Source: an optimization exercise on an open RTL-to-GDS flow (aim: small area). Production flows keep margins and buffers that such runs may drop. Function was checked by simulation only, so behaviour that the tests miss may differ from the original. Power and IR drop assume default switching activity.

==> design/flow/config.mk <==
export PLATFORM = sky130hd
export DESIGN_NAME = jt34070
export DESIGN_NICKNAME = jt34070
export VERILOG_FILES = /design/flow/design.v
export SDC_FILE = /design/flow/constraint.sdc
export NUM_CORES = 4
export LEC_CHECK = 0
export CAP_MARGIN = 20
export CORE_MARGIN = 2
export CORE_UTILIZATION = 70
export CTS_BUF_LIST = sky130_fd_sc_hd__clkbuf_8
export CTS_CLUSTER_DIAMETER = 50
export CTS_CLUSTER_SIZE = 20
export SLEW_MARGIN = 20
export SYNTH_HIERARCHICAL = 1
==> design/flow/constraint.sdc <==
create_clock -name core_clock -period 5.0 [get_ports {clk}]
set_input_delay 1.0000 -clock core_clock [delete_from_list [all_inputs] [get_ports {clk}]]
set_output_delay 1.0000 -clock core_clock [all_outputs]
set_load 0.01 [all_outputs]
==> design/flow/design.v <==
module jt34070_aoi222(
    input  a0, b0, a1, b1, a2, b2,
    output y
);
assign y = ~((a0 & b0) | (a1 & b1) | (a2 & b2));
endmodule
module jt34070_aoi31(
    input  a, b, c, rst,
    output y
);
assign y = ~((a & b & c) | rst);
endmodule
module jt34070_nor2(
    input  a, b,
    output y
);
assign y = ~(a | b);
endmodule
module jt34070_nand2(
    input  a, b,
    output y
);
assign y = ~(a & b);
endmodule
module jt34070_rdout(
    input  [5:0] n,
    input        g,
    output       y
);
assign y = g & ~&n;
endmodule
module jt34070(
    input            rst,
    input            clk,
    input            cen,
    output reg       cen2d,      
    input            mode,
    input            dataen,
    input            dump,       
    output reg       xat,
    input      [3:0] din_a,      
    input      [3:0] din_b,      
    output reg [3:0] red,
    output reg [3:0] green,
    output reg [3:0] blue
);
reg  [13:0] pal[0:15];
reg  [ 4:0] rdcnt;
reg  [ 7:0] dlatch;
reg         rdokl, phase;
wire        rdok, wr;
wire [ 7:0] wdata;
wire [31:0] wen;
wire [ 3:0] wlo_n;           
wire [ 7:0] whi_n;
wire [ 3:0] amux, amux_n;
wire [ 3:0] plo_n, phi_n;    
wire [15:0] asel;
wire [13:0] rd_d;            
wire        g, e12;
wire        col_en, xat_en, dl_en;
wire [ 4:0] cnt_nx;
assign rdok  = !mode && !dataen;
assign wr    = cen & rdok;
assign wdata = { din_a, din_b } & {8{~rst}};
genvar gi, gj;
generate
    for( gi=0; gi<4; gi=gi+1 ) begin : wlo
        jt34070_aoi31 u( .a(wr), .b(rdcnt[0]==gi[0]), .c(rdcnt[1]==gi[1]),
            .rst(rst), .y(wlo_n[gi]) );
    end
    for( gi=0; gi<8; gi=gi+1 ) begin : whi
        jt34070_aoi31 u( .a(rdcnt[2]==gi[0]), .b(rdcnt[3]==gi[1]), .c(rdcnt[4]==gi[2]),
            .rst(rst), .y(whi_n[gi]) );
    end
    for( gi=0; gi<32; gi=gi+1 ) begin : wdec
        jt34070_nor2 u( .a(wlo_n[gi%4]), .b(whi_n[gi/4]), .y(wen[gi]) );
    end
endgenerate
assign amux   = phase ? dlatch[7:4] : dlatch[3:0];
assign amux_n = ~amux;
generate
    for( gi=0; gi<4; gi=gi+1 ) begin : rpre
        jt34070_nand2 ulo( .a(gi[0] ? amux[0] : amux_n[0]), .b(gi[1] ? amux[1] : amux_n[1]),
            .y(plo_n[gi]) );
        jt34070_nand2 uhi( .a(gi[0] ? amux[2] : amux_n[2]), .b(gi[1] ? amux[3] : amux_n[3]),
            .y(phi_n[gi]) );
    end
    for( gi=0; gi<16; gi=gi+1 ) begin : rdec
        jt34070_nor2 u( .a(plo_n[gi%4]), .b(phi_n[gi/4]), .y(asel[gi]) );
    end
endgenerate
assign g = dataen & ~rst;
generate
    for( gi=0; gi<14; gi=gi+1 ) begin : rd_bit
        wire [5:0] n;  
        for( gj=0; gj<5; gj=gj+1 ) begin : rd_grp
            jt34070_aoi222 u_aoi(
                .a0( asel[3*gj  ] ), .b0( pal[3*gj  ][gi] ),
                .a1( asel[3*gj+1] ), .b1( pal[3*gj+1][gi] ),
                .a2( asel[3*gj+2] ), .b2( pal[3*gj+2][gi] ),
                .y ( n[gj] )
            );
        end
        jt34070_nand2 u_last( .a(asel[15]), .b(pal[15][gi]), .y(n[5]) );
        if( gi==12 ) begin : rep
            assign e12 = ~&n;
        end
        jt34070_rdout u_out( .n(n), .g(g), .y(rd_d[gi]) );
    end
endgenerate
assign col_en = rst | ( cen & ~(dataen & e12) );
assign xat_en = rst | ( cen & dataen );
assign dl_en  = rst | ( cen & phase );
assign cnt_nx = rdokl ? rdcnt+5'd1 : 5'd1;
always @(posedge clk) begin : pal_wr
    integer k;
    for( k=0; k<16; k=k+1 ) begin
        if( wen[2*k] )   pal[k][13:8] <= { wdata[6:5], wdata[3:0] };
        if( wen[2*k+1] ) pal[k][ 7:0] <= wdata;
    end
end
always @(posedge clk) begin
    cen2d <= ~phase & cen;
    if( col_en ) { red, green, blue } <= rd_d[11:0];
    if( xat_en ) xat <= rd_d[13];
    if( dl_en  ) dlatch <= wdata;
end
always @(posedge clk) begin
    if( rst ) begin
        rdcnt <= 0;
        rdokl <= 0;
        phase <= 0;
    end else if(cen) begin
        rdokl <= rdok;
        phase <= ~phase;
        if( rdok ) rdcnt <= cnt_nx;
    end
end
endmodule
==> design/flow/run.sh <==
#!/bin/bash
# synth_recipe.tcl (not shown) runs the flow's synth.tcl, then flattens the netlist and writes it again
# the make line also repeats each setting of config.mk as NAME=value (left out here)
make -C /OpenROAD-flow-scripts/flow DESIGN_CONFIG=/design/flow/config.mk WORK_HOME=/design/flow/orfs CLKGATE_MAP_FILE= SYNTH_SCRIPT=/design/flow/synth_recipe.tcl finish
==> run summary, run 1 <==
- The startpoint-to-endpoint class of the critical path is in2reg.
- The filler-free cell count of the finished design is 742.
- Before CTS, the worst setup slack after placement is between 1000 and 1500 ps.
- The worst setup path is launched from an input pin.
- The worst slack on hold paths is 499 ps.
- During placement, the flow inserted port buffers numbering 26.
- Dividing the detail-routed wire length by the instance count gives 25.5 um.
- The number of nets with antenna violations after detailed routing is 0.
- Entering global routing, the biggest net connects 22 pins.
- The worst setup path is captured at a register.
- The first global-routing pass estimated around 29000 um of wire.
- For the pin with the worst max-slew slack, the measured transition is between 1000 and 1500 ps.
- The final critical path takes up between 60% and 70% of the cycle.
- The worst-path cell with the longest stage delay is nor2_1.
- Each instance of the synthesized netlist takes up on average between 15 and 20 sq um.
- The clock sink total is ~250.
- The master cell of the clock root buffer is clkbuf_8.
- The minimum setup slack in the final design is ~1600 ps.
- The die is ~120 um wide.
- The core region is ~13000 sq um.
- The count of endpoints failing hold in the final timing report was 0.
- After detailed routing, the number of remaining DRC violations is 0.
- The final global-route overflow total is 0.
- The first-iteration detailed-routing DRC count is roughly 900.
- Clock latency on the worst-skew pair, taken at its later pin, is ~500 ps.
- The cell count after synthesis came out at 500.
- Global routing consumed, over all layers together, about 28% of the routing resources.
- The max-slew violation total from the final report was 0.
- Grouping stages by cell kind, the critical path spends the most delay in simple AND/OR/NAND/NOR gates.
- The quantity of hold-fixing buffers added after cts is 0.
- The maximum count of clock buffers along a single path is 3.
- For the worst setup path, the data arrival time is about 3500 ps.
- The cell area that synthesis handed to floorplanning was 9110 sq um.
- The library cell used most frequently in the layout, excluding fill and tap cells, is edfxtp_1.
- The share of synthesized flip-flops with an asynchronous set or reset is 0%.
- The library cells used most frequently in the layout, excluding fill and tap cells, are 245 x edfxtp_1, 70 x a222oi_1, 46 x nor2_1.
- The data required time of the critical path is just over 5000 ps.
- Clock skew on the completed layout was measured at slightly above 20 ps.
- The congestion estimate from routability-driven global placement came to ~0.8.
- The leakage power of the design is 3.38 nW.
- The number of clock buffers added by TritonCTS is 17.
- The number of resized instances in the post-cts repair step is 0.
- The number of distinct library cells after synthesis is 25.
- The number of buffers and inverters on the critical path is 2.
- TritonCTS built the clock tree.
- The number of max-cap violations is 0.
- The first detailed-routing pass took 6 iterations.
- Detailed placement ended at an HPWL of ~12000 um.
- The tightest min-delay check is of the reg2reg type.
- Detailed routing inserted a total of 5162 vias.
- The post-detailed-route via-to-cell ratio is about 7.0.
- Once placement completed, the tool counted placed cells totaling between 700 and 800.
- The net count after synthesis is roughly 520.
- The worst pin sits at a relative slew slack of around 28%.
- For this run, the register share of the synthesized area comes to ~82%.
- The power density normalized to cell area is roughly 380 nW/um^2.
- The via count of the first global-routing pass is slightly above 5k.
- The final setup violation count is 0.
- Relative to the synthesized area, the layout overhead comes to 10.5%.
- The flop and latch count out of synthesis is between 200 and 300.
- The die is approximately 120 um tall.
- In this run the core area contains 41 standard-cell rows.
- The number of antenna diodes in the final layout is 0.
- During synthesis, Yosys emitted a total of 9 warnings.
- The clock-pin slew on the worst setup and hold paths is 110 ps.
- The number of enable flip-flop cells after synthesis is 245.
- For this run, the top clock speed supported by timing is 297 MHz.
- For this configuration, the core starts out at a cell density of between 70% and 80%.
- The post-CTS setup repair buffer count is 0.
- The post-layout minimum cycle time is ~3400 ps.
- The largest stage delay on the critical path is between 700 and 800 ps.
- The final layout net count is slightly below 600.
- Setup repair after global routing left no endpoint under its margin.
- The fraction of final layout cells with drive strength greater than 1 is under 10%.
- CTS built an H-tree with a depth of 1.
- The run finished with no timing, DRC or antenna violations.
- The number of antenna violations at the first check in global routing came to 0.
- The largest fanout of any net on the critical path is 9.
- The main flop type after synthesis is edfxtp_1.
- Traced cell by cell, the critical path runs through clkdlybuf4s50_1 > or3b_1 > inv_1 > a31oi_1 > nor2_1.
- The worst-case IR drop observed on VDD is between 0.3 and 0.4 mV.
- The number of top-level design ports is 28.
- The aggregate routed wire length is 18900 um.
- The die covers between 10000 and 15000 sq um.
- The setup total negative slack is 0 ps.
metrics by stage:
step           power (mW)  instance area, sq um  utilization [%]
6_report             3.80                 10100             79.5
5_1_grt              3.92                 10100             79.5
4_1_cts              3.80                 10000             79.3
3_5_place_dp         2.89                  9750             76.9
3_3_place_gp         2.87                  9750             76.9
2_1_floorplan        2.72                  9110                -
tightest hold or removal path: cells and delay by family (launching register included):
kind               cells  cell delay, ps
DFF                    1             340
AOI/OAI and AO/OA      1              60
and+or+nand+nor        1              70
synthesized netlist by cell type, drive strengths merged (3+ instances only):
cell type / number / area [sq um]
edfxtp: 245 / 7360
a222oi: 70 / 701
nor2: 50 / 188
nand2: 37 / 139
nand4: 13 / 81.3
o21a: 13 / 97.6
a31oi: 12 / 75.1
inv: 10 / 37.5
nor2b: 10 / 62.6
dfxtp: 8 / 160
a21oi: 7 / 35.0
mux2i: 4 / 40.0
nand3: 4 / 20.0
a21o: 3 / 22.5
logic make-up (layout without fill, tap and decap cells):
| family | count (synthesis) | after routing | synth area share, % |
|---|---|---|---|
| AND/OR/NAND/NOR | 119 | 119 | 5.78 |
| adder cells (fa/ha/maj) | 1 | 1 | 0.137 |
| AO/OA/AOI/OAI | 109 | 109 | 10.5 |
| buffers and inverters | 13 | 83 | 0.549 |
| multiplexers | 4 | 4 | 0.439 |
| flip-flops | 253 | 253 | 82.5 |
| XOR/XNOR | 1 | 1 | 0.0961 |
worst paths after layout:
check	depth (start not counted)	startpoint	slack [ps]	endpoint
worst max register to register	10	phase	2050	blue[3]
worst max-delay path	5	cen	1630	pal[11][3]
worst min register to register	2	rdokl	500	rdokl
worst min-delay path	2	rdokl	500	rdokl
cell type report:
class / instances / area, sq um
Multi-Input combinational cell: 234 / 1570
Clock inverter: 6 / 40.0
Clock buffer: 19 / 262
Sequential cell: 253 / 7520
Tap cell: 172 / 215
Inverter: 10 / 37.5
Timing Repair Buffer: 48 / 425
Fill cell: 690 / 2600
per-layer routing:
metal	track usage [%]	vias to the layer above	routed length, um
li1	-	2240	-
met1	40.5	2555	7190
met2	44.1	321	8950
met3	4.22	46	2110
met4	9.34	0	631
met5	0	-	0
report_power, final:
group | internal, mW | switching [mW]
combinational | 0.118 | 0.231
sequential | 2.46 | 0.0355
clock | 0.359 | 0.590
per-module statistics from Yosys, one instance, submodules excluded:
module,flip-flops and latches,cells inside,copies in the design,area (sq um)
jt34070_nand2,0,1,22,3.75
jt34070_aoi222,0,1,70,10.0
jt34070,253,309,1,7850
jt34070_aoi31,0,1,12,6.26
jt34070_nor2,0,1,48,3.75
jt34070_rdout,0,3,13,17.5
sequential cells by signal, summed over array words and instances (netlist names):
register	flops
blue	4
cen2d	1
dlatch	8
green	4
pal	224
phase	1
rdcnt	5
rdokl	1
red	4
xat	1
==> run 2: changes to the inputs <==
--- a/design/flow/config.mk
+++ b/design/flow/config.mk
@@ -11,5 +11,6 @@
 export CTS_BUF_LIST = sky130_fd_sc_hd__clkbuf_8
 export CTS_CLUSTER_DIAMETER = 50
 export CTS_CLUSTER_SIZE = 20
+export GPL_TIMING_DRIVEN = 0
 export SLEW_MARGIN = 20
 export SYNTH_HIERARCHICAL = 1
==> run 2 against run 1 <==
Global-route usage decreased by 0.50 points; clock-buffer cell count decreased by 2; largest power group unchanged; routed wire length decreased by 0.68%; still clean on timing, DRC and antenna; sequential cell count unchanged; total power increased by 1.8%; critical path type is now reg2reg.
==> run summary, run 2 <==
- The first-pass iteration count of the detailed router is 9.
- Between clock sinks in the finished design, the worst skew comes to ~16 ps.
- The clock sink total is 253.
- The post-synthesis average cell area is around 18 sq um.
- The met3 routing resource usage after global routing is 3.44%.
- IR analysis of the VDD net gives a maximum drop of 0.314 mV.
- The global placement routability congestion is 0.812.
- The quantity of hold-fixing buffers added after cts is 0.
- The number of nets with antenna violations after detailed routing is 0.
- The busiest layer in global routing is met2.
- The leakage power of the design is 3.32 nW.
- The end of the critical path is blue[3].
- The standard cell core area is ~13000 sq um.
- After routing, the total negative slack on setup checks comes to 0 ps.
- The clock insertion delay at the later pin of the skew report is about 500 ps.
- The commonest non-fill, non-tap cell in the layout is edfxtp_1.
- After synthesis, the most frequently instantiated cells are 245 x edfxtp_1, 70 x a222oi_1, 50 x nor2_1.
- The internal power of the cells totals approximately 3 mW.
- After clock tree synthesis, the clock-pin slew on the worst setup and hold paths is 110 ps.
- The simple-gate share of the synthesized area is 5.78%.
- After detailed routing, the average wire length per cell comes to between 20 and 30 um.
- The power density normalized to cell area is between 300 and 400 nW/um^2.
- At the placement stage, the worst setup path has a slack of ~1100 ps.
- The number of resized instances in the post-cts repair step is 0.
- The met2 usage in global routing is approximately 44%.
- Row generation in the floorplan step produced 41 rows.
- The highest clock frequency the design can meet is between 200 and 300 MHz.
- The fraction of final layout cells with drive strength greater than 1 is 8.83%.
- The netlist uses 25 different library cells.
- Setup violations remaining at the end of the flow were counted as 0.
- The number of enable flip-flop cells after synthesis is approximately 250.
- The relative contribution of sequential cells to total power is approximately 65%.
- CTS built an H-tree with a depth of 1.
- The adder-cell share of the synthesized area is 0.137%.
- For the pin with the worst max-slew slack, the measured transition is approximately 1100 ps.
- Entering global routing, the biggest net connects 34 pins.
- The minimum setup slack in the final design is about 1500 ps.
- In the layout the commonest cells are 245 x edfxtp_1, 70 x a222oi_1, 40 x nor2_1.
- The count of filler cells inserted in the layout is 698.
- The register with the most flip-flops in the layout has 224 of them.
- The main flop type after synthesis is edfxtp_1.
- The worst pin sits at a relative slew slack of a little under a quarter.
- The aggregate routed wire length is around 19000 um.
- Counting along the longest clock path gives a buffer depth of 3.
- The type of the most critical hold path is reg2reg.
- The endpoint of the lowest-slack register-to-register path is blue[3].
- The master cell of the clock root buffer is clkbuf_8.
- Global routing consumed, over all layers together, 27.3% of the routing resources.
- The number of buffers created by CTS is 17.
- The number of antenna violations at the first check in global routing is 0.
- By instance count, the leading cell after synthesis is edfxtp_1.
- Of all nets on the critical path, the largest fanout is 14.
- The post-detailed-route via-to-cell ratio is 7.01.
- The first global-routing pass estimated about 28000 um of wire.
- The number of antenna diodes in the final layout is 0.
- The count of endpoints failing hold in the final timing report is 0.
- The layout-stage area growth over the synthesis result is 10.4%.
- The data required time of the critical path is approximately 5100 ps.
- The worst setup path is of the reg2reg kind.
- In this run, the number of DRC markers left after iteration 0 of detailed routing was slightly above 900.
- The nature of the critical path startpoint is a register.
- The worst endpoint data arrival time is ~3600 ps.
- The fraction of power spent switching nets is 22.3%.
- The detailed-placement wirelength estimate is 11900 um.
- The post-layout minimum cycle time is approximately 3500 ps.
- Of the available clock period, the critical path in the final layout requires between 70% and 80%.
- The final global-route overflow total is 0.
- In the final layout, the registers with the most flip-flops are pal x224, dlatch x8, rdcnt x5.
- The number of cell instances on the worst register-to-register path is 9.
- The synthesized netlist devotes less than 1% of its cell area to XOR and XNOR gates.
- By area, the combinational part of the netlist is dominated by compound AO/OA/AOI/OAI gates.
- The worst setup path is captured at a register.
- The launching instance or port of the critical path is phase.
- Hold timing on the final database bottoms out at a slack of about 530 ps.
- The final layout net count is 564.
- The floorplan step defined a die boundary enclosing between 10000 and 15000 sq um.
- The total via count after detailed routing is slightly above 5k.
- The proportion of power drawn by combinational gates is under 10%.
- The flow ran to the end and the layout has no timing, DRC or antenna violations.
- Synthesis produced a netlist whose cell count is 500.
- After synthesis the cells add up to 9110 sq um.
- Of the synthesized area, sequential elements account for between 80 and 90%.
- The top cell type by total area after synthesis is edfxtp_1.
- Once the clock tree was built, the setup fixing pass inserted 0 buffers.
- By area the synthesized netlist is led by edfxtp_1 81%, a222oi_1 7.7%, nor2_1 2.1%.
- The synthesized netlist devotes 10.5% of its cell area to compound gates.
- Counting flops with an async set or reset pin after synthesis yields a share of 0%.
- The die span in x is between 100 and 150 um.
- In this run the vertical extent of the chip is about 120 um.
- Port buffering added 26 buffers.
- The number of nets handed over by synthesis was around 500.
- The TritonCTS clock tree is yes.
- The clock share of power is a little over a quarter.
- In this run the biggest area consumer among cell types represents 80.7% of the synthesized area.
- In the global route stage, met1 resource usage came out at between 30% and 40%.
- After detailed routing, the number of remaining DRC violations is 0.
- The count of warnings emitted by yosys is 9.
- The tool flagged a number of max-cap violations equal to 0.
- Counting flops and latches in the post-synthesis netlist gives around 250.
- 28 I/O pins were placed.
- The max-slew violation total from the final report was 0.
- The share of cell area taken by muxes after synthesis is less than 1%.
- The starting density of the core is a little over 70%.
- The register-to-register path setup slack is about 1500 ps.
- In this run the critical register-to-register path is launched from phase.
- More flip-flops sit in one register than any other, and that register is pal.
- Measured on the finished design, the core utilization comes to 79.4%.
- For this design the total switching power over the nets is around 0.86 mW.
- The via count of the first global-routing pass came to about 4.8k.
- Setup repair after global routing left no endpoint under its margin.
run 2: cell counts after synthesis:
No cell type changed its count.
run 2: worst max-delay path, cell delays in order, from the launching register on:
cell	delay, ps
dfxtp_1	330
clkbuf_1	400
mux2i_1	350
inv_1	100
nand2_1	160
nor2_1	260
a222oi_1	530
and4_1	260
nand3_1	100
a21oi_2	640
run 2: Yosys stat by module (local to each module, per instance):
module	cells	area [sq um]	flip-flops and latches
jt34070	309	7850	253
jt34070_aoi222	1	10.0	0
jt34070_aoi31	1	6.26	0
jt34070_nand2	1	3.75	0
jt34070_nor2	1	3.75	0
jt34070_rdout	3	17.5	0
run 2: power groups by stage:
| stage | clock (mW) | sequential (mW) | combinational [mW] |
|---|---|---|---|
| 2_1_floorplan | 0 | 2.54 | 0.177 |
| 6_report | 1.02 | 2.49 | 0.349 |
| 5_1_grt | 1.09 | 2.50 | 0.374 |
| 4_1_cts | 1.03 | 2.49 | 0.345 |
| 3_5_place_dp | 0 | 2.54 | 0.344 |
| 3_3_place_gp | 0 | 2.54 | 0.324 |
run 2: area by class of cell:
cell class / count / area [sq um] / area share (%)
inverters: 10 / 37.5 / 0.373
well taps: 172 / 215 / 2.14
repair buffers: 30 / 325 / 3.23
multi-input cells: 234 / 1620 / 16.1
plain buffers: 3 / 12.5 / 0.124
clock buffers: 17 / 234 / 2.33
clock inverters: 8 / 93.8 / 0.933
flip-flops and latches: 253 / 7520 / 74.7
run 2: per-stage QoR:
step	total power, mW	instance area [sq um]	instances
final	3.86	10100	727
after global routing	3.97	10100	727
after CTS	3.87	10000	727
after detailed placement	2.89	9700	702
after global placement	2.86	9590	698
after floorplan	2.72	9110	500
run 2: kinds of logic (layout without fill, tap and decap cells):
kind of cell	Yosys count	in the layout
AOI/OAI and AO/OA	109	109
xor gates and xnor gates	1	1
adders and majority gates	1	1
buffers and inverters	13	68
DFF	253	253
muxes	4	4
and+or+nand+nor	119	119
run 2: worst min path at each step:
stage                     start  slack, ps     to  cells past startpoint
after global routing      rdokl        540  rdokl                      2
after global placement    rdokl        480  rdokl                      2
after floorplan           rdokl        460  rdokl                      2
after CTS                 rdokl        510  rdokl                      2
after detailed placement  rdokl        500  rdokl                      2
final                     rdokl        530  rdokl                      2
run 2: layer usage:
| metal | share of wire [%] | routed length (um) |
|---|---|---|
| met5 | 0 | 0 |
| met4 | 2.4 | 446 |
| met2 | 50 | 9320 |
| met1 | 38 | 7190 |
| met3 | 9.6 | 1800 |
==> run 3: changes to the inputs <==
==> design/flow/config.mk (replaced) <==
export PLATFORM = sky130hd
export DESIGN_NAME = jt34070
export DESIGN_NICKNAME = jt34070
export VERILOG_FILES = /design/flow/design.v
export SDC_FILE = /design/flow/constraint.sdc
export NUM_CORES = 4
export LEC_CHECK = 0
export CAP_MARGIN = 0
export CORE_MARGIN = 2
export CORE_UTILIZATION = 80
export CTS_BUF_LIST = sky130_fd_sc_hd__clkbuf_8
export CTS_CLUSTER_DIAMETER = 50
export CTS_CLUSTER_SIZE = 20
export GPL_TIMING_DRIVEN = 0
export SLEW_MARGIN = 0
export SYNTH_HIERARCHICAL = 1
==> run 3 against run 2 <==
Critical path type unchanged; design area decreased by 1.0%; sequential share of layout area increased by 0.78 points; first-iteration DRC count increased by 49%; critical path depth unchanged; setup slack got worse by 780 ps; area after synthesis unchanged; clock skew about the same; largest power group unchanged; combinational power increased by 3%; still clean; highest routed layer unchanged; critical endpoint is now green[0]; fmax decreased by 18%.
==> run summary, run 3 <==
- The filler-free cell count of the finished design is 697.
- The layout-stage area growth over the synthesis result is 9.23%.
- The via count of the first global-routing pass is approximately 5.4k.
- After global routing the overflow that remains totals 0.
- The wire length of the first global-routing pass is 32100 um.
- Measured against its own limit, the worst slew margin works out to 3.34%.
- Buffers inserted during clock tree synthesis total 16.
- The top cell type by total area after synthesis is edfxtp_1.
- The number of setup buffers added after CTS is 0.
- For the final routed database, the setup TNS stands at 0 ps.
- The share of synthesized flip-flops with an asynchronous set or reset is 0%.
- The final layout net count is about 570.
- In this run the standard cell core region covers 11000 sq um.
- The clock sink total is 253.
- The number of distinct library cells after synthesis is 25.
- The share of the synthesized area in the top cell type is roughly four fifths.
- The flow ran to the end and the layout has no timing, DRC or antenna violations.
- The power consumption is 3.77 mW.
- The worst endpoint data arrival time is 4410 ps.
- The number of buffers and inverters on the critical path is 2.
- In the post-synthesis netlist, the cell with the most instances is edfxtp_1.
- Global routing used under 10% of the available met3 tracks.
- The library cells used most frequently in the layout, excluding fill and tap cells, are 245 x edfxtp_1, 70 x a222oi_1, 50 x nor2_1.
- The register bank with the most flops is pal.
- By count the netlist is led by 245 x edfxtp_1, 70 x a222oi_1, 50 x nor2_1.
- The number of cells on the worst reg-to-reg path is 9.
- In this run, placement finished with an instance count of 672.
- The largest stage delay on the critical path is approximately 1200 ps.
- The detailed-placement wirelength estimate is roughly 13000 um.
- The starting density of the core is between 80% and 90%.
- In the final routed layout, each cell accounts on average for 30.2 um.
- The family with the most delay on the worst path is compound AO/OA/AOI/OAI gates.
- The master cell of the clock root buffer is clkbuf_8.
- The die area is approximately 12000 sq um.
- The post-synthesis average cell area is around 18 sq um.
- The worst setup path is launched from a register.
- The global placement routability congestion is between 0.8 and 0.9.
- The reg-to-reg critical path startpoint is phase.
- The commonest non-fill, non-tap cell in the layout is edfxtp_1.
- For flop-to-flop paths, the worst setup slack is 720 ps.
- The proportion of synthesized chip area in sequential cells is slightly above 80%.
- The clock insertion delay at the later pin of the skew report is 520 ps.
- The post-detailed-route DRC marker count is 0.
- The register with the most flip-flops in the layout has around 220 of them.
- The number of antenna diodes in the final layout is 0.
- The worst hold path was traced through 2 stages.
- For this run, the leading register cell type out of synthesis is edfxtp_1.
- In this run the most critical hold path is launched from rdokl.
- The setup path with the least slack is of type reg2reg.
- The met2 usage in global routing is 56.9%.
- Clock-pin slew was measured on the worst setup and hold paths at about 110 ps.
- The synthesized instance count is 500.
- The power density normalized to cell area is roughly 380 nW/um^2.
- The largest fanout of any net on the critical path is 14.
- The max-slew violation total from the final report is 0.
- The endpoint of the lowest-slack register-to-register path is green[0].
- At the worst endpoint, the required time is a little over 5000 ps.
- The global routing met1 resource utilization is approximately half.
- The routed layout has roughly 5.5k vias.
- The worst-case vdd ir drop is 0.317 mV.
- The type of the most critical hold path is reg2reg.
- In this run the number of H-tree levels came out at 1.
- STA classifies the critical path endpoint as a register.
- After detailed routing, the total wire length is 21000 um.
- The number of antenna violations at the first check in global routing is 0.
- The maximum count of clock buffers along a single path is 3.
- For this run, the total global-route usage over all layers was measured as a little over a third.
- TritonCTS built the clock tree.
- Of the cells placed in the final design, the portion with a size suffix greater than 1 is under 10%.
- The busiest layer in global routing is met2.
- The hold path endpoint is rdokl.
- Counting every net in the synthesized netlist gives 515.
- The post-layout minimum cycle time is around 4300 ps.
- The first-iteration detailed-routing DRC count is around 1.4k.
- The pre-antenna-repair detailed-routing pass consisted of 10 iterations.
- The post-detailed-route via-to-cell ratio is roughly 8.
- The count of endpoints failing hold in the final timing report is 0.
- The flop and latch count out of synthesis is around 250.
- The final critical path takes up a little under nine tenths of the cycle.
- The number of top-level design ports is 28.
- Walking the worst path, the cells encountered are clkbuf_1 > mux2i_1 > inv_1 > nand2_1 > nor2_1 > a222oi_1 > and4_1 > nand3_1 > a21oi_1.
- The number of enable flip-flop cells after synthesis is about 250.
- The analysis attributes to cell leakage a power of about 3.3 nW.
- Port buffering added 26 buffers.
- The final setup violation count is 0.
- The count of warnings emitted by yosys is 9.
- In the final layout, the registers with the most flip-flops are pal x224, dlatch x8, rdcnt x5.
- The row count is 38.
- Entering global routing, the biggest net connects 22 pins.
- The quantity of hold-fixing buffers added after cts is 0.
- The number of max-cap violations is 0.
- Measured along the x axis, the die boundary spans 111 um.
- The floorplan step set the die height to about 110 um.
- The detail route stage leaves a number of antenna-violating nets equal to 0.
- Setup repair after global routing left no endpoint under its margin.
- Timing would allow up to 233 MHz.
- Ranked by total cell area, the synthesized netlist is headed by edfxtp_1 81%, a222oi_1 7.7%, nor2_1 2.1%.
- For the pin with the worst max-slew slack, the measured transition is about 1400 ps.
- The cell area after technology mapping is 9110 sq um.
- Post-CTS repair changed the size of 0 cells.
- On the critical path, the stage with the largest delay is an instance of a21oi_1.
- The worst clock skew on the final layout is 15.9 ps.
## run 3: worst max path at each step
stage | from | to | slack, ps | depth (start not counted)
floorplan | phase | blue[0] | 2130 | 9
global placement | rst | pal[15][3] | 630 | 3
detailed placement | rst | blue[3] | 890 | 3
CTS | phase | blue[0] | 900 | 9
global route | phase | green[0] | 690 | 9
finish | phase | green[0] | 720 | 9
## run 3: per-module statistics from Yosys (local to each module, per instance)
module / area, sq um / cells / times used / flops+latches
jt34070: 7850 / 309 / 1 / 253
jt34070_aoi222: 10.0 / 1 / 70 / 0
jt34070_aoi31: 6.26 / 1 / 12 / 0
jt34070_nand2: 3.75 / 1 / 22 / 0
jt34070_nor2: 3.75 / 1 / 48 / 0
jt34070_rdout: 17.5 / 3 / 13 / 0
## run 3: worst min-delay path, stage by stage (launching register included)
cell	delay [ps]
dfxtp_1	350
nand2b_1	80
a21oi_1	60
## run 3: kinds of logic after synthesis
| group | share of synthesized area, % |
|---|---|
| mux | 0.439 |
| flops | 82.5 |
| simple gates | 5.78 |
| fa+ha+maj | 0.137 |
| compound gates | 10.5 |
| buf+inv | 0.549 |
| xor+xnor | 0.0961 |
## run 3: where the power goes
group	leakage, nW	switching (mW)	internal, mW
Clock	0.162	0.587	0.318
Sequential	2.45	0.0384	2.46
Combinational	0.700	0.246	0.115
## run 3: final cells by class
type                    instances  area [sq um]
inverters                      10          37.5
well taps                     140           175
multi-input cells             234          1560
repair buffers                 32           384
fillers                       349          1030
clock buffers                  17           234
flip-flops and latches        253          7520
clock inverters                 8          32.5
plain buffers                   3          12.5
## run 3: per-stage QoR
stage	area (sq um)	hold WS [ps]	worst slack, ps	util (%)
floorplan	9110	463	2130	-
global placement	9550	481	628	86.9
detailed placement	9690	506	888	88.2
CTS	9950	520	904	90.6
global route	9950	563	695	90.6
finish	9950	527	716	90.6
## run 3: metal layers
metal  share of wire [%]  wire length, um
met1                  32             6710
met2                  49            10400
met3                  14             2990
met4                 4.6              957
met5                   0                0
==> run 4: changes to the inputs <==
==> design/flow/config.mk (replaced) <==
export PLATFORM = sky130hd
export DESIGN_NAME = jt34070
export DESIGN_NICKNAME = jt34070
export VERILOG_FILES = /design/flow/design.v
export SDC_FILE = /design/flow/constraint.sdc
export NUM_CORES = 4
export LEC_CHECK = 0
export CAP_MARGIN = 20
export CORE_MARGIN = 2
export CORE_UTILIZATION = 70
export CTS_BUF_LIST = sky130_fd_sc_hd__clkbuf_16
export CTS_CLUSTER_DIAMETER = 60
export CTS_CLUSTER_SIZE = 30
export SLEW_MARGIN = 20
export SYNTH_HIERARCHICAL = 1
==> run 4 against run 3 <==
Still clean on timing, DRC and antenna; hold slack worse by 30 ps; design area is 2.0% higher; sequential power hardly changed; largest cell class unchanged; largest power group unchanged.
==> run summary, run 4 <==
- The run finished with no timing, DRC or antenna violations.
- The number of distinct library cells after synthesis is 25.
- Using the TritonRoute via totals, the vias-per-cell ratio works out to 7.00.
- The detailed-placement wirelength estimate is about 12000 um.
- The quantity of hold-fixing buffers added after cts is 0.
- Summing all multi-input logic gate instances after layout gives approximately 1600 sq um.
- In the final layout, the share of cells above drive strength 1 is under 10%.
- The clock-pin slew on the worst setup and hold paths is roughly 100 ps.
- During synthesis, Yosys emitted a total of 9 warnings.
- The aggregate routed wire length is about 19000 um.
- By area the synthesized netlist is led by edfxtp_1 81%, a222oi_1 7.7%, nor2_1 2.1%.
- The later pin in the worst-skew pair is clocked with a latency of roughly 470 ps.
- The largest registers in the layout are pal x224, dlatch x8, rdcnt x5.
- The setup path with the least slack is of type in2reg.
- Gates resized during post-CTS repair numbered 0.
- The analysis attributes to cell leakage a power of approximately 3.4 nW.
- The number of flip-flops in the largest register is between 200 and 250.
- The number of buffers created by CTS is 13.
- The via count of the first global-routing pass came to 5033.
- The master cell of the clock root buffer is clkbuf_16.
- The worst-case vdd ir drop is a little under 0.3 mV.
- The row count is 41.
- The starting density of the core is between 70% and 80%.
- The number of buffers added on ports is 26.
- Global routing used roughly 3.8% of the available met3 tracks.
- The share of the cycle needed by the critical path after routing is between 60% and 70%.
- The design draws ~4.0 mW.
- The routed layout has 5142 vias.
- The number of enable flip-flop cells after synthesis is between 200 and 250.
- The most common cell in the synthesized netlist is edfxtp_1.
- The largest fanout of any net on the critical path is 9.
- The TritonCTS clock tree is yes.
- The startpoint identified for the worst hold timing path is rdokl.
- The busiest layer in global routing is met2.
- Across the run, the number of max-cap violations was 0.
- The congestion estimate from routability-driven global placement came to 0.801.
- For flop-to-flop paths, the worst setup slack is between 2000 and 2500 ps.
- The number of nets with antenna violations after detailed routing is 0.
- Global routing used 40.7% of the available met1 tracks.
- The layout-stage area growth over the synthesis result is 11.4%.
- The max-slew violation total from the final report is 0.
- The post-CTS setup repair buffer count is 0.
- The setup total negative slack is 0 ps.
- The post-synthesis average cell area is 18.2 sq um.
- Global routing consumed, over all layers together, around 28% of the routing resources.
- Leaving out filler cells and counting taps, the final layout contains approximately 740.
- Of all cell types, the one taking the most synthesized area is edfxtp_1.
- After detailed routing, the number of remaining DRC violations is 0.
- The share of synthesized flip-flops with an asynchronous set or reset is 0%.
- Setup violations remaining at the end of the flow were counted as 0.
- The number of top-level design ports is 28.
- The synthesized instance count is 500.
- Data on the critical path arrives at its endpoint at about 3500 ps.
- The slowest stage of the critical path belongs to the cell nor2_1.
- The remaining max-slew budget at the tightest pin is 19.9%.
- The cell area after technology mapping is 9110 sq um.
- The final layout net count is about 570.
- In the final layout, flip-flops and latches occupy about 7500 sq um.
- The worst register-to-register path ends at red[2].
- The count of endpoints failing hold in the final timing report came to 0.
- The first-pass iteration count of the detailed router is 6.
- The critical path goes through clkdlybuf4s50_1 > or3b_1 > inv_1 > a31oi_1 > nor2_1.
- In this run the horizontal extent of the chip is 118 um.
- The register bank with the most flops is pal.
- The number of antenna violations at the first check in global routing came to 0.
- The maximum number of pins on one net before global-route repair is 31.
- The main flop type after synthesis is edfxtp_1.
- The reg-to-reg critical path startpoint is phase.
- Setup repair after global routing left no endpoint under its margin.
- For this run the aggregate overflow at the end of global routing stands at 0.
- The clock sink total is ~250.
- The power density normalized to cell area is 391 nW/um^2.
- In the final routed layout, each cell accounts on average for 26.2 um.
- The worst hold path belongs to the class reg2reg.
- The hold path endpoint is rdokl.
- The repair_antennas step left the layout with diodes totalling 0.
- In this design, the stage delay of the slowest critical-path cell is 740 ps.
- In this run the number of H-tree levels came out at 1.
- Counting along the longest clock path gives a buffer depth of 3.
- For the worst flop-to-flop path, the logic depth is 10.
- The first-iteration detailed-routing DRC count is ~940.
- STA classifies the critical path startpoint as an input pin.
- The commonest non-fill, non-tap cell in the layout is edfxtp_1.
- The placed instance count is roughly 720.
- In the layout the commonest cells are 245 x edfxtp_1, 70 x a222oi_1, 45 x nor2_1.
- Derived from the worst setup path, the maximum achievable clock frequency is approximately 290 MHz.
- Sorting the synthesized cells by how often they occur yields 245 x edfxtp_1, 70 x a222oi_1, 50 x nor2_1.
- The first global-routing pass estimated ~29000 um of wire.
- At the worst endpoint, the required time is roughly 5100 ps.
- The standard cell core area is ~13000 sq um.
- The worst clock skew on the final layout is 15.1 ps.
- For the pin with the worst max-slew slack, the measured transition is roughly 1200 ps.
- The post-layout minimum cycle time is around 3400 ps.
- The count of filler cells inserted in the layout is about 680.
- Global routing consumed, on the met2 layer, a little under half of the routing resources.
- The proportion of synthesized chip area in sequential cells is between 80% and 90%.
- The capturing element type of the critical path is a register.
- The die area is roughly 14000 sq um.
- Counting flops and latches in the post-synthesis netlist gives about 250.
- The synthesized design devotes to its leading area cell type between 80% and 90% of total area.
- The worst hold path cell count is 2.
- Measured along the y axis, the die boundary spans ~120 um.
- Synthesis produced a netlist with a net count of about 520.
## run 4: cell counts after synthesis
Identical to the previous run, type by type.
## run 4: cell families (layout without fill, tap and decap cells)
kind of cell | Yosys count | count (layout) | share of synthesized area [%]
compound gates | 109 | 109 | 10.5
xor+xnor | 1 | 1 | 0.0961
fa+ha+maj | 1 | 1 | 0.137
buf+inv | 13 | 76 | 0.549
flops | 253 | 253 | 82.5
mux | 4 | 4 | 0.439
simple gates | 119 | 119 | 5.78
## run 4: per-module statistics from Yosys, one instance, submodules excluded
module	cells inside	flops+latches	copies in the design	area (sq um)
jt34070_aoi222	1	0	70	10.0
jt34070_nor2	1	0	48	3.75
jt34070_aoi31	1	0	12	6.26
jt34070_rdout	3	0	13	17.5
jt34070	309	253	1	7850
jt34070_nand2	1	0	22	3.75
## run 4: layout make-up
class | instances | share of cell area [%]
clock buffer | 13 | 3.20
multi-input combinational | 234 | 15.5
inverter | 10 | 0.370
timing repair buffer | 47 | 4.12
tap | 172 | 2.12
clock inverter | 6 | 0.629
sequential | 253 | 74.0
## run 4: how the worst max path moves through the flow
| stage | slack [ps] | startpoint | end |
|---|---|---|---|
| after global routing | 1460 | cen | pal[11][2] |
| after CTS | 1640 | cen | pal[4][1] |
| after floorplan | 2130 | phase | blue[0] |
| after global placement | 1220 | cen | pal[3][1] |
| after detailed placement | 1160 | cen | pal[4][1] |
| final | 1570 | cen | pal[4][1] |
## run 4: metal layers
| layer | vias to the layer above | routed length [um] |
|---|---|---|
| li1 | 2237 | - |
| met1 | 2534 | 7290 |
| met2 | 334 | 9350 |
| met3 | 37 | 2110 |
| met4 | 0 | 533 |
| met5 | - | 0 |
## run 4: per-stage QoR
stage	utilization (%)	hold slack (ps)	worst slack [ps]	cell area [sq um]
2_1_floorplan	-	463	2130	9110
5_1_grt	80.1	536	1460	10200
3_5_place_dp	76.9	483	1160	9750
6_report	80.1	498	1570	10200
4_1_cts	80.0	499	1640	10100
3_3_place_gp	76.9	483	1220	9750
## run 4: critical path: cells and delay by family
family,cells,cell delay (ps)
buffers and inverters,2,840
AO/OA/AOI/OAI,1,450
AND/OR/NAND/NOR,2,1240
## run 4: report_power, final
group	total, mW	leakage, nW	switching [mW]	internal (mW)
clock network	1.12	0.191	0.625	0.497
logic	0.353	0.748	0.235	0.117
registers	2.50	2.45	0.0361	2.46
total	3.97	3.39	0.896	3.08
==> run 5: changes to the inputs <==
==> design/flow/flow/run.sh (new file) <==
#!/bin/bash
set -euo pipefail
export BUFFER_PORTS_ARGS="-buffer_cell sky130_fd_sc_hd__buf_1"
export CTS_ARGS="-sink_clustering_enable -repair_clock_nets -sink_clustering_size 20 -sink_clustering_max_diameter 50 -buf_list sky130_fd_sc_hd__clkbuf_8 -dont_use_dummy_load"
bash standard.sh finish > make_finish.log 2>&1
==> design/flow/standard.sh (new file) <==
#!/bin/bash
# synth_recipe.tcl (not shown) runs the flow's synth.tcl, then flattens the netlist and writes it again
# the make line also repeats each setting of config.mk as NAME=value (left out here)
make -C /OpenROAD-flow-scripts/flow DESIGN_CONFIG=/design/flow/config.mk WORK_HOME=/design/flow/orfs CLKGATE_MAP_FILE= SYNTH_SCRIPT=/design/flow/synth_recipe.tcl "${@:-finish}"
--- a/design/flow/config.mk
+++ b/design/flow/config.mk
@@ -8,8 +8,9 @@
 export CAP_MARGIN = 20
 export CORE_MARGIN = 2
 export CORE_UTILIZATION = 70
-export CTS_BUF_LIST = sky130_fd_sc_hd__clkbuf_16
-export CTS_CLUSTER_DIAMETER = 60
-export CTS_CLUSTER_SIZE = 30
+export CTS_BUF_LIST = sky130_fd_sc_hd__clkbuf_8
+export CTS_CLUSTER_DIAMETER = 50
+export CTS_CLUSTER_SIZE = 20
+export GPL_TIMING_DRIVEN = 0
 export SLEW_MARGIN = 20
 export SYNTH_HIERARCHICAL = 1
removed: design/flow/run.sh
==> run 5 against run 4 <==
Final cell count decreased by 2.3%; sequential share of layout area increased by 2.6 points; non-clock buffer count fell by 15; critical path depth up 5; largest cell class unchanged; highest routed layer unchanged.
==> run summary, run 5 <==
- The flow ran to the end and the layout has no timing, DRC or antenna violations.
- After synthesis, the share of flip-flops with an asynchronous set or reset is 0%.
- The final setup violation count is 0.
- At the pin with the least slew margin, the transition time is about 1100 ps.
- The region available for standard cell placement spans between 10000 and 15000 sq um.
- In this run, flip-flops and latches consume 67.5% of the power.
- The net count of the finished layout is around 560.
- The post-CTS setup repair buffer count is 0.
- Dividing the detail-routed wire length by the instance count gives roughly 27 um.
- The commonest non-fill, non-tap cell in the layout is edfxtp_1.
- The worst setup path is captured at a register.
- The tree is rooted in a clkbuf_8.
- The cell count after synthesis came out at 500.
- The number of nets in the synthesized netlist is 515.
- The die is 118 um wide.
- The library cells used most frequently in the layout, excluding fill and tap cells, are 245 x edfxtp_1, 70 x a222oi_1, 39 x nor2_1.
- Hold repair after CTS inserted 0 buffers.
- The via count of the first global-routing pass is a little under 5k.
- The register with the most flip-flops in the layout has 224 of them.
- The share of the synthesized area in the top cell type is about four fifths.
- The top cell type by total area after synthesis is edfxtp_1.
- The total routed wire length on the met1 layer is between 7000 and 8000 um.
- The fraction of power spent switching nets is a little under a quarter.
- The aggregate routed wire length is about 19000 um.
- A synthesized cell averages roughly 18 sq um.
- Dividing the detail-routed via count by the number of cells gives slightly above 7.
- Compared with the post-synthesis result, the final layout area differs by 7.68%.
- The routed layout has slightly above 5k vias.
- The clock insertion delay at the later pin of the skew report is 500 ps.
- The number of top-level design ports is 28.
- The first global-routing pass estimated 29000 um of wire.
- The commonest cells after synthesis are 245 x edfxtp_1, 70 x a222oi_1, 50 x nor2_1.
- The number of resized instances in the post-cts repair step is 0.
- The fraction of final layout cells with drive strength greater than 1 is under 10%.
- For this run, the leading register cell type out of synthesis is edfxtp_1.
- The highest routed metal layer is met4.
- The design internal power is about 2.9 mW.
- The type of the most critical hold path is reg2reg.
- Across every metal layer, demand over resource in global routing totals between 20 and 30%.
- The worst clock skew on the final layout is ~40 ps.
- The remaining max-slew budget at the tightest pin is between 20% and 30%.
- The first-iteration detailed-routing DRC count is between 800 and 900.
- The worst setup path is launched from a register.
- Sorting the synthesized cells by area gives the leading types as edfxtp_1 81%, a222oi_1 7.7%, nor2_1 2.1%.
- The synthesized design contains approximately 250 register bits.
- The setup total negative slack is 0 ps.
- The count of warnings emitted by yosys is 9.
- The met2 wire length is ~9500 um.
- The first-pass iteration count of the detailed router is 6.
- The post-detailed-route DRC marker count is 0.
- The number of distinct library cells after synthesis is 25.
- The count of endpoints failing hold in the final timing report is 0.
- CTS built an H-tree with a depth of 1.
- The most common cell in the synthesized netlist is edfxtp_1.
- The number of antenna violations at the first check in global routing is 0.
- The max-slew violation total from the final report is 0.
- Yosys mapped a number of flops with a built-in enable equal to ~250.
- The die outline height is 118 um.
- The detailed-placement wirelength estimate is between 10000 and 15000 um.
- The highest clock frequency the design can meet is approximately 280 MHz.
- At the worst endpoint, the arrival time is ~3700 ps.
- The worst slack after detailed placement is roughly 1400 ps.
- The largest registers in the layout are pal x224, dlatch x8, rdcnt x5.
- The maximum count of clock buffers along a single path is 3.
- Across the VDD grid, the largest voltage drop is 0.319 mV.
- The clock share of power is roughly a quarter.
- In this run the power density over the cells is between 300 and 400 nW/um^2.
- The met3 routed wirelength is slightly below 2000 um.
- Entering global routing, the biggest net connects 34 pins.
- The worst path in the final design needs a cycle of 3550 ps, including I/O delays and setup.
- The die area is between 10000 and 15000 sq um.
- During placement, the flow inserted port buffers numbering 26.
- The initial utilization of the core area, before any placement, comes to 71.9%.
- TritonCTS built the clock tree.
- The startpoint-to-endpoint class of the critical path is reg2reg.
- The share of the cycle needed by the critical path after routing is a little under three quarters.
- The detail route stage leaves a number of antenna-violating nets equal to 0.
- The minimum setup slack in the final design is about 1400 ps.
- The tool flagged a number of max-cap violations equal to 0.
- The cell area after technology mapping is between 9000 and 10000 sq um.
- pal holds more flip-flops than any other register.
- The largest fanout of any net on the critical path is 12.
- For this run the aggregate overflow at the end of global routing stands at 0.
- The clock-pin slew on the worst setup and hold paths is approximately 110 ps.
- The leakage power of the design is 3.21 nW.
- The row count is 41.
- The switching power summed over all nets is about 0.83 mW.
- The global placement routability congestion is about 0.76.
- The filler cells instantiated in the layout total a little over 700.
- Data on the critical path is required at its endpoint by just over 5000 ps.
- Clock tree synthesis inserted a total of 17 buffers.
- CTS saw between 200 and 300 sinks.
- 0 antenna diodes ended up in the layout.
- Combinational logic is responsible for about 8.9% of the overall power.
- The proportion of synthesized chip area in sequential cells is between 80% and 90%.
- Setup repair after global routing left no endpoint under its margin.
[run 5: cells by family (layout without fill, tap and decap cells)]
logic type      after synthesis  after routing  synth area share, %
flops                       253            253                 82.5
simple gates                119            119                 5.78
compound gates              109            109                 10.5
buf+inv                      13             59                0.549
mux                           4              4                0.439
fa+ha+maj                     1              1                0.137
xor+xnor                      1              1               0.0961
[run 5: per-layer routing]
layer	up-vias	GRT usage, %
li1	2203	-
met1	2561	41.8
met2	328	46.3
met3	28	3.97
met4	0	4.97
met5	-	0
[run 5: path summary, 6_finish.rpt]
path	end	cells after the start	startpoint	slack (ps)
worst min-delay path	rdokl	2	rdokl	530
worst min register to register	rdokl	2	rdokl	530
worst max register to register	red[0]	10	phase	1450
worst max-delay path	red[0]	10	phase	1450
[run 5: worst max-delay path: stages (launching register included)]
cell and delay (ps):
dfxtp_1 330, clkbuf_1 420, mux2i_1 360, inv_1 100
nand2_1 190, nor2_1 160, buf_4 210, a222oi_1 440
and4_1 260, nand3_1 90, a21oi_2 630
[run 5: modules after synthesis, one instance, submodules excluded]
| module | area, sq um | copies in the design | flops+latches |
|---|---|---|---|
| jt34070 | 7850 | 1 | 253 |
| jt34070_aoi222 | 10.0 | 70 | 0 |
| jt34070_aoi31 | 6.26 | 12 | 0 |
| jt34070_nand2 | 3.75 | 22 | 0 |
| jt34070_nor2 | 3.75 | 48 | 0 |
| jt34070_rdout | 17.5 | 13 | 0 |
[run 5: area by class of cell]
class | count | area [sq um] | share of cell area (%)
well taps | 172 | 215 | 2.19
repair buffers | 29 | 160 | 1.63
flip-flops and latches | 253 | 7520 | 76.6
inverters | 10 | 37.5 | 0.383
clock buffers | 17 | 234 | 2.38
multi-input cells | 234 | 1640 | 16.7
plain buffers | 3 | 12.5 | 0.128
[run 5: power by group through the flow]
stage | clock network (mW) | registers [mW] | logic, mW
after global placement | 0 | 2.54 | 0.301
after floorplan | 0 | 2.54 | 0.177
final | 0.871 | 2.49 | 0.327
after detailed placement | 0 | 2.54 | 0.321
after CTS | 0.878 | 2.49 | 0.322
after global routing | 0.940 | 2.50 | 0.351
[run 5: through the flow]
step	std cells	power (mW)	hold WS (ps)	area [sq um]	util, %
floorplan	500	2.72	463	9110	-
global placement	698	2.84	485	9430	74.4
detailed placement	700	2.86	513	9530	75.2
CTS	717	3.69	530	9770	77.1
global route	718	3.80	541	9810	77.4
finish	718	3.69	528	9810	77.4
==> run 6: changes to the inputs <==
--- a/design/flow/design.v
+++ b/design/flow/design.v
@@ -21,6 +21,12 @@
     output y
 );
 assign y = ~(a & b);
+endmodule
+module jt34070_gate(
+    input  a, rst,
+    output y
+);
+assign y = a & ~rst;
 endmodule
 module jt34070_rdout(
     input  [5:0] n,
@@ -49,7 +55,8 @@
 reg  [ 7:0] dlatch;
 reg         rdokl, phase;
 wire        rdok, wr;
-wire [ 7:0] wdata;
+wire [ 7:0] wdata;           
+wire [ 5:0] wdath;           
 wire [31:0] wen;
 wire [ 3:0] wlo_n;           
 wire [ 7:0] whi_n;
@@ -62,8 +69,15 @@
 wire [ 4:0] cnt_nx;
 assign rdok  = !mode && !dataen;
 assign wr    = cen & rdok;
-assign wdata = { din_a, din_b } & {8{~rst}};
 genvar gi, gj;
+generate
+    for( gi=0; gi<8; gi=gi+1 ) begin : wdl
+        jt34070_gate u( .a( gi<4 ? din_b[gi%4] : din_a[gi%4] ), .rst(rst), .y(wdata[gi]) );
+    end
+    for( gi=0; gi<6; gi=gi+1 ) begin : wdh
+        jt34070_gate u( .a( gi<4 ? din_b[gi%4] : din_a[gi-3] ), .rst(rst), .y(wdath[gi]) );
+    end
+endgenerate
 generate
     for( gi=0; gi<4; gi=gi+1 ) begin : wlo
         jt34070_aoi31 u( .a(wr), .b(rdcnt[0]==gi[0]), .c(rdcnt[1]==gi[1]),
@@ -116,7 +130,7 @@
 always @(posedge clk) begin : pal_wr
     integer k;
     for( k=0; k<16; k=k+1 ) begin
-        if( wen[2*k] )   pal[k][13:8] <= { wdata[6:5], wdata[3:0] };
+        if( wen[2*k] )   pal[k][13:8] <= wdath;
         if( wen[2*k+1] ) pal[k][ 7:0] <= wdata;
     end
 end
==> design/flow/config.mk (replaced) <==
export PLATFORM = sky130hd
export DESIGN_NAME = jt34070
export DESIGN_NICKNAME = jt34070
export VERILOG_FILES = /design/flow/design.v
export SDC_FILE = /design/flow/constraint.sdc
export NUM_CORES = 4
export LEC_CHECK = 0
export CAP_MARGIN = 0
export CORE_MARGIN = 2
export CORE_UTILIZATION = 80
export CTS_BUF_LIST = sky130_fd_sc_hd__clkbuf_8
export CTS_CLUSTER_DIAMETER = 50
export CTS_CLUSTER_SIZE = 20
export GPL_TIMING_DRIVEN = 0
export SLEW_MARGIN = 0
export SYNTH_HIERARCHICAL = 1
==> run 6 against run 5 <==
Clock power decreased by 2%; core utilization increased by 8.3 points; hold slack got worse by 11 ps; sequential power about the same; first-iteration DRC count increased by 21%; synthesized cell count increased by 1.0%; largest cell class unchanged; total power decreased by 0.40%; via count increased by 4.6%; area after synthesis increased by 1.5%; sequential cell count unchanged; clock skew decreased by 8.2 ps; fmax decreased by 10%; critical path type unchanged.
==> run summary, run 6 <==
- The flow ran to the end and the layout has no timing, DRC or antenna violations.
- In the routed layout, each cell is associated on average with a via count of roughly 7.8.
- The clock sink total is ~250.
- In this run the worst hold path is classified as reg2reg.
- The die outline height is between 100 and 150 um.
- The number of resized instances in the post-cts repair step is 0.
- The proportion of synthesized chip area in sequential cells is 81.3%.
- Leaving out fill and tap cells, the most frequent cell in the layout is edfxtp_1.
- In this run the most critical hold path is launched from rdokl.
- The final layout net count is 564.
- Once the floorplan was initialized, standard cells occupied about four fifths of the core.
- The number of distinct library cells after synthesis is 26.
- In the final layout, the registers with the most flip-flops are pal x224, dlatch x8, rdcnt x5.
- During placement, the flow inserted port buffers numbering 26.
- The number of nets with antenna violations after detailed routing is 0.
- The worst register-to-register path begins at phase.
- After technology mapping, the gate count stands at roughly 510.
- The worst pin sits at a relative slew slack of 3.86%.
- Across the VDD grid, the largest voltage drop is approximately 0.35 mV.
- The maximum number of pins on one net before global-route repair is 35.
- The net count after synthesis is 520.
- For this run, the share of the core covered by cells in the final layout is 85.7%.
- The largest total area in the synthesized netlist belongs to edfxtp_1.
- The number of antenna violations at the first check in global routing is 0.
- In the layout the commonest cells are 245 x edfxtp_1, 70 x a222oi_1, 50 x nor2_1.
- Setup repair after global routing left no endpoint under its margin.
- By area the synthesized netlist is led by edfxtp_1 80%, a222oi_1 7.6%, nor2b_4 2.1%.
- pal holds more flip-flops than any other register.
- The endpoint of the lowest-slack register-to-register path is green[1].
- The die span in x is around 110 um.
- The commonest cells after synthesis are 245 x edfxtp_1, 70 x a222oi_1, 50 x nor2_1.
- Timing would allow up to around 250 MHz.
- In the final layout, the share of cells above drive strength 1 is around 6.0%.
- The main flop type after synthesis is edfxtp_1.
- The number of antenna diodes in the final layout is 0.
- The transition time of the tightest slew-check pin is between 1000 and 1500 ps.
- In this run the static leakage power is between 3 and 4 nW.
- The count of endpoints failing hold in the final timing report was 0.
- The max-slew violation total from the final report is 0.
- The TritonCTS clock tree is yes.
- The global-route total usage across every layer is about a third.
- The power consumption is ~3.7 mW.
- The detailed-placement wirelength estimate is 12400 um.
- The post-layout minimum cycle time is 3950 ps.
- In this run the core area contains 39 standard-cell rows.
- The worst setup path is captured at a register.
- The share of synthesized flip-flops with an asynchronous set or reset is 0%.
- The global placement routability congestion is roughly 0.88.
- The worst setup path is launched from a register.
- The first-pass iteration count of the detailed router is 9.
- The final instance area is around 9700 sq um.
- After clock tree synthesis, the clock-pin slew on the worst setup and hold paths is 120 ps.
- Across the run, the number of max-cap violations was 0.
- The die area is 12400 sq um.
- Yosys printed 9 warnings.
- By startpoint and endpoint, the worst setup path is classified as reg2reg.
- For this block, the initial DRC count from the detailed router was about 1.1k.
- The wire length of the first global-routing pass is just over 30000 um.
- The via count of the first global-routing pass was between 5k and 6k.
- The largest fanout of any net on the critical path is 14.
- The post-CTS setup repair buffer count is 0.
- The synthesized design contains between 200 and 300 register bits.
- CTS built an H-tree with a depth of 1.
- The standard cell core area is about 11000 sq um.
- After detailed routing, the total wire length is a little under 20000 um.
- CTS placed an instance of clkbuf_8 at the clock tree root.
- Detailed routing inserted a total of 5357 vias.
- The number of enable flip-flop cells after synthesis is 245.
- In the routed design, unresolved DRC markers number 0.
- The quantity of hold-fixing buffers added after cts is 0.
- The clock insertion delay at the later pin of the skew report is 520 ps.
- The power density normalized to cell area is roughly 380 nW/um^2.
- The number of flip-flops in the largest register is ~220.
- The leading cell type by number of instances after synthesis is edfxtp_1.
- The final setup violation count is 0.
- The cell area after placement is 9530 sq um.
- The number of cells on the worst reg-to-reg path is 9.
- Summed over all failing endpoints, the final setup total negative slack is 0 ps.
- Compared with the post-synthesis result, the final layout area differs by 5.38%.
- The post-synthesis average cell area is approximately 18 sq um.
- The share of the synthesized area in the top cell type is about 80%.
- After synthesis the cells add up to 9250 sq um.
- The hold path endpoint is rdokl.
- At the worst endpoint, the required time is roughly 5100 ps.
- 28 I/O pins were placed.
- Along the worst hold path, the cell count comes to 2.
- The maximum count of clock buffers along a single path is 3.
- The total overflow left after global routing is 0.
- Clock tree synthesis inserted a total of 16 buffers.
- The worst endpoint data arrival time is slightly above 4000 ps.
- In this run the register-to-register setup slack is about 1000 ps.
- For the final database, setup skew stands at about 32 ps.
- Dividing the detail-routed wire length by the instance count gives between 20 and 30 um.
- Dividing the final minimum period by the clock period gives 79.1%.
run 6: modules after synthesis, one instance, submodules excluded:
module,cells inside,area [sq um],times used,flops+latches
jt34070_nor2,1,3.75,48,0
jt34070_gate,1,13.8,14,0
jt34070_aoi31,1,6.26,12,0
jt34070,300,7790,1,253
jt34070_aoi222,1,10.0,70,0
jt34070_nand2,1,3.75,22,0
jt34070_rdout,3,17.5,13,0
run 6: metal layers:
| layer | global-route usage [%] | vias up | share of wire [%] |
|---|---|---|---|
| met2 | 54.6 | 507 | 49 |
| met5 | 0 | - | 0 |
| met3 | 4.84 | 83 | 13 |
| li1 | - | 2213 | - |
| met4 | 12.6 | 0 | 4.2 |
| met1 | 45.5 | 2554 | 34 |
run 6: kinds of logic (layout without fill, tap and decap cells):
group / count (synthesis) / count (layout) / synth area share [%]
adders and majority gates: 1 / 1 / 0.135
xor gates and xnor gates: 1 / 1 / 0.0947
AOI/OAI and AO/OA: 109 / 109 / 10.3
muxes: 4 / 4 / 0.433
buffers and inverters: 12 / 54 / 0.500
DFF: 253 / 253 / 81.3
and+or+nand+nor: 125 / 125 / 7.24
run 6: cell type report:
| cell class | instances | area, sq um |
|---|---|---|
| buffer | 2 | 8.76 |
| sequential | 253 | 7520 |
| inverter | 10 | 37.5 |
| fill | 462 | 1620 |
| clock buffer | 16 | 220 |
| tap | 143 | 179 |
| timing repair buffer | 26 | 98.8 |
| multi-input combinational | 240 | 1690 |
run 6: how the worst max path moves through the flow:
| stage | start | end | slack, ps | cells past startpoint |
|---|---|---|---|---|
| after CTS | phase | green[3] | 1100 | 9 |
| after detailed placement | phase | blue[2] | 1130 | 9 |
| final | phase | green[1] | 1050 | 9 |
| after global routing | phase | green[3] | 810 | 9 |
| after global placement | rst | blue[3] | 110 | 3 |
| after floorplan | phase | blue[0] | 2130 | 9 |
run 6: per-stage QoR:
stage / hold WS (ps) / worst slack, ps / cells
3_5_place_dp: 495 / 1130 / 674
4_1_cts: 515 / 1100 / 690
5_1_grt: 543 / 813 / 690
6_report: 517 / 1050 / 690
3_3_place_gp: 475 / 106 / 674
2_1_floorplan: 457 / 2130 / 505
run 6: report_power, final:
part | switching, mW | leakage, nW | total [mW] | internal (mW)
Sequential | 0.0352 | 2.45 | 2.50 | 2.46
Combinational | 0.240 | 0.655 | 0.326 | 0.0855
Clock | 0.562 | 0.115 | 0.853 | 0.291
Total | 0.838 | 3.22 | 3.68 | 2.84
run 6: critical path, cell delays in order, from the launching register on:
cell and delay, ps:
dfxtp_1 330, clkbuf_1 400, mux2i_1 350, inv_1 110, nand2_1 170, nor2_1 260
a222oi_1 480, and4_1 240, nand3_1 80, a21oi_1 1130
==> run 7: changes to the inputs <==
==> design/flow/flow/run.sh (replaced) <==
#!/bin/bash
set -euo pipefail
export BUFFER_PORTS_ARGS="-buffer_cell sky130_fd_sc_hd__buf_1"
export CTS_ARGS="-sink_clustering_enable -repair_clock_nets -sink_clustering_size 20 -sink_clustering_max_diameter 50 -buf_list sky130_fd_sc_hd__clkbuf_8 -dont_use_dummy_load"
RES=orfs/results/${FLOW_PLATFORM}/jt34070/base
bash standard.sh synth > make_synth.log 2>&1
cp $RES/1_2_yosys.v $RES/1_2_yosys.orig.v
python3 flow/downsize.py ${FLOW_HOME}/platforms/${FLOW_PLATFORM}/lib/sky130_fd_sc_hd__tt_025C_1v80.lib $RES/1_2_yosys.v > downsize.log 2>&1
touch $RES/1_2_yosys.v
bash standard.sh finish > make_finish.log 2>&1
==> design/flow/flow/downsize.py (new file) <==
#!/usr/bin/env python3
"""Swap each combinational cell of a synthesized netlist for the smallest-area
cell of the same family (same function and pins, other drive strength).
Registers and clock cells are left as synthesis made them.
usage: downsize.py LIBERTY NETLIST"""
import re
import sys

lib_path, net_path = sys.argv[1], sys.argv[2]
lib = open(lib_path).read()
cells = {}
for m in re.finditer(r'\n\s*cell\s*\(\s*"?(\w+)"?\s*\)\s*\{', lib):
    name = m.group(1)
    end = lib.find('\n    cell (', m.end())
    body = lib[m.end():end if end > 0 else len(lib)]
    area = float(re.search(r'area\s*:\s*([\d.]+)', body).group(1))
    pins = tuple(sorted(set(re.findall(r'\bpin\s*\(\s*"?(\w+)"?\s*\)', body))))
    seq = ' ff ' in body or 'ff (' in body or 'latch (' in body or 'statetable' in body
    cells[name] = (area, pins, seq)

keep = re.compile(r'__(clk|dly|tap|fill|decap|conb|probe|lpflow|diode|mux2i)')
fam = {}
for name, (area, pins, seq) in cells.items():
    m = re.match(r'(sky130_fd_sc_hd__\w+?)_(\d+)$', name)
    if m and not seq and not keep.search(name):
        fam.setdefault((m.group(1), pins), []).append((area, name))

def best(name):
    if name not in cells:
        return name
    area, pins, seq = cells[name]
    m = re.match(r'(sky130_fd_sc_hd__\w+?)_(\d+)$', name)
    if seq or not m or keep.search(name):
        return name
    cands = fam.get((m.group(1), pins), [])
    a, n = min(cands, default=(area, name))
    return n if a < area else name

net = open(net_path).read()
count = 0
def sub(m):
    global count
    new = best(m.group(2))
    if new != m.group(2):
        count += 1
    return m.group(1) + new + m.group(3)
net = re.sub(r'(^\s*)(sky130_fd_sc_hd__\w+)(\s)', sub, net, flags=re.M)
open(net_path, 'w').write(net)
print(f"downsized {count} cells")
==> run 7 against run 6 <==
Clock-buffer cell count is 1 higher; area after synthesis is 1.1% lower; design area is 0.89% lower; still clean; setup slack better by 16 ps; die area is 1.1% lower; combinational power is 5% lower; total power is 0.13% lower; clock skew hardly changed; hold slack better by 18 ps; critical endpoint is now blue[0]; first-iteration DRC count is 0.75% higher; register-to-register slack better by 20 ps; highest routed layer unchanged; fmax is 0.39% higher.
==> run summary, run 7 <==
- In this run the static leakage power is around 3.2 nW.
- The global-route total usage across every layer is between 30% and 40%.
- CTS built an H-tree with a depth of 1.
- The number of flip-flops in the largest register is approximately 220.
- Global routing finished with a remaining overflow of 0.
- Power spread over the standard cell area amounts to around 380 nW/um^2.
- In the final layout, flip-flops and latches occupy ~7500 sq um.
- The type of the most critical hold path is reg2reg.
- After detailed routing, the average wire length per cell comes to between 20 and 30 um.
- Setup repair after global routing left no endpoint under its margin.
- The final route contains ~5.3k vias.
- The worst-case IR drop observed on VDD is approximately 0.28 mV.
- The setup total negative slack is 0 ps.
- The starting density of the core is 81.1%.
- The worst endpoint data arrival time is approximately 4000 ps.
- The met2 usage in global routing is between 50 and 60%.
- The largest registers in the layout are pal x224, dlatch x8, rdcnt x5.
- The number of buffers created by CTS is 17.
- The first-iteration detailed-routing DRC count is roughly 1.1k.
- The global placement routability congestion is between 0.8 and 0.9.
- In the routed layout, each cell is associated on average with a via count of ~7.6.
- CTS placed an instance of clkbuf_8 at the clock tree root.
- The worst setup path is of the reg2reg kind.
- In this run the tool buffered the top-level ports with 26 buffer cells.
- The post-CTS setup repair buffer count is 0.
- The critical path starts at phase.
- The worst slack on hold paths is 535 ps.
- The worst setup path is launched from a register.
- Timing would allow up to between 200 and 300 MHz.
- The number of hold buffers added after CTS was 0.
- The count of endpoints failing hold in the final timing report is 0.
- The count of filler cells inserted in the layout is 471.
- The number of max-cap violations is 0.
- The post-layout minimum cycle time is around 3900 ps.
- The remaining max-slew budget at the tightest pin is 8.72%.
- The number of antenna violations at the first check in global routing is 0.
- The first global-routing pass estimated ~29000 um of wire.
- The maximum count of clock buffers along a single path is 3.
- The aggregate routed wire length is approximately 19000 um.
- The worst clock skew on the final layout is between 30 and 40 ps.
- The reg-to-reg critical path startpoint is phase.
- The final layout net count is roughly 570.
- 28 I/O pins were placed.
- Cells with a size suffix above 1 make up between 3 and 4% of the layout.
- The flow ran to the end and the layout has no timing, DRC or antenna violations.
- The clock insertion delay at the later pin of the skew report is 500 ps.
- The post-synthesis average cell area is between 15 and 20 sq um.
- The repair_antennas step left the layout with diodes totalling 0.
- The max-slew violation total from the final report is 0.
- The standard cell core area is about 11000 sq um.
- The met3 routing resource usage after global routing is 3.66%.
- The clock sink total is roughly 250.
- Synthesis handed over a netlist of just over 500 instances.
- At the worst endpoint, the required time is just over 5000 ps.
- Setup violations remaining at the end of the flow were counted as 0.
- The transition time of the tightest slew-check pin is 1360 ps.
- Leaving out fill and tap cells, the most frequent cell in the layout is edfxtp_1.
- The die span in x is around 110 um.
- The cell area after technology mapping is 9150 sq um.
- During synthesis, Yosys emitted a total of 9 warnings.
- The TritonCTS clock tree is yes.
- The number of cell instances on the worst register-to-register path is 9.
- The row count is 39.
- Along the worst path, the maximum fanout reaches 14.
- Clock-pin slew was measured on the worst setup and hold paths at 120 ps.
- The worst hold path cell count is 2.
- More flip-flops sit in one register than any other, and that register is pal.
- In the final layout, the multi-input gates occupy 1590 sq um.
- Summed over all nets, the half-perimeter wirelength after detailed placement is about 12000 um.
- The layout-stage area growth over the synthesis result is 5.66%.
- After global routing, the most crowded layer is met2.
- The count of nets left with antenna violations once routing finished came out at 0.
- The maximum number of pins on one net before global-route repair is 35.
- The register-to-register path setup slack is about 1100 ps.
- In the finished design, the share of the clock period the worst path needs comes to 78.7%.
- The die area is 12300 sq um.
- The net count after synthesis is 520.
- The top cell types in the final layout, fill and taps aside, are 245 x edfxtp_1, 70 x a222oi_1, 50 x nor2_1.
- In this run the worst setup path terminates at blue[0].
- The number of resized instances in the post-cts repair step is 0.
- The via count of the first global-routing pass is between 5k and 6k.
- The origin of the worst min-delay path is rdcnt[1].
- The endpoint of the lowest-slack register-to-register path is blue[0].
- The first-pass iteration count of the detailed router is 6.
- After detailed routing, the number of remaining DRC violations is 0.
- Global routing consumed, on the met1 layer, a little under half of the routing resources.
- The die is around 110 um tall.
- STA classifies the critical path endpoint as a register.
==> run 7: area by class of cell <==
cell class                 instances  area share (%)
buffer                             2          0.0777
clock buffer                      17            2.42
inverter                          10           0.388
multi-input combinational        240            16.5
sequential                       253            77.8
tap                              143            1.85
timing repair buffer              26            1.01
==> run 7: through the flow <==
| stage | total power, mW | utilization [%] | area [sq um] | worst slack, ps | std cells |
|---|---|---|---|---|---|
| 2_1_floorplan | 2.72 | - | 9150 | 2130 | 505 |
| 3_3_place_gp | 2.83 | 83.6 | 9420 | 1160 | 674 |
| 3_5_place_dp | 2.85 | 83.6 | 9420 | 1040 | 674 |
| 4_1_cts | 3.67 | 85.7 | 9660 | 1180 | 691 |
| 5_1_grt | 3.77 | 85.7 | 9660 | 945 | 691 |
| 6_report | 3.67 | 85.7 | 9660 | 1060 | 691 |
==> run 7: routing by layer <==
metal,wire [um],share of wire (%),up-vias
met2,9760,51,472
met5,0,0,-
li1,-,-,2217
met1,6630,34,2534
met3,2200,11,52
met4,649,3.4,0
==> run 7: worst min path at each step <==
stage                     to  slack (ps)
global placement       rdokl         480
global route        rdcnt[1]         570
floorplan              rdokl         460
CTS                    rdokl         530
finish              rdcnt[1]         540
detailed placement  rdcnt[1]         520
==> run 7: report_power, final <==
group | switching, mW | internal, mW
clock | 0.556 | 0.309
combinational | 0.229 | 0.0794
sequential | 0.0350 | 2.46
total | 0.820 | 2.85
==> run 7: worst max-delay path, cell delays in order, from the launching register on <==
cell and delay (ps):
dfxtp_1 320, clkbuf_1 390, mux2i_1 370, inv_1 120
nand2_1 140, nor2_1 300, a222oi_1 490, and4_1 280
nand3_1 90, a21oi_1 1020
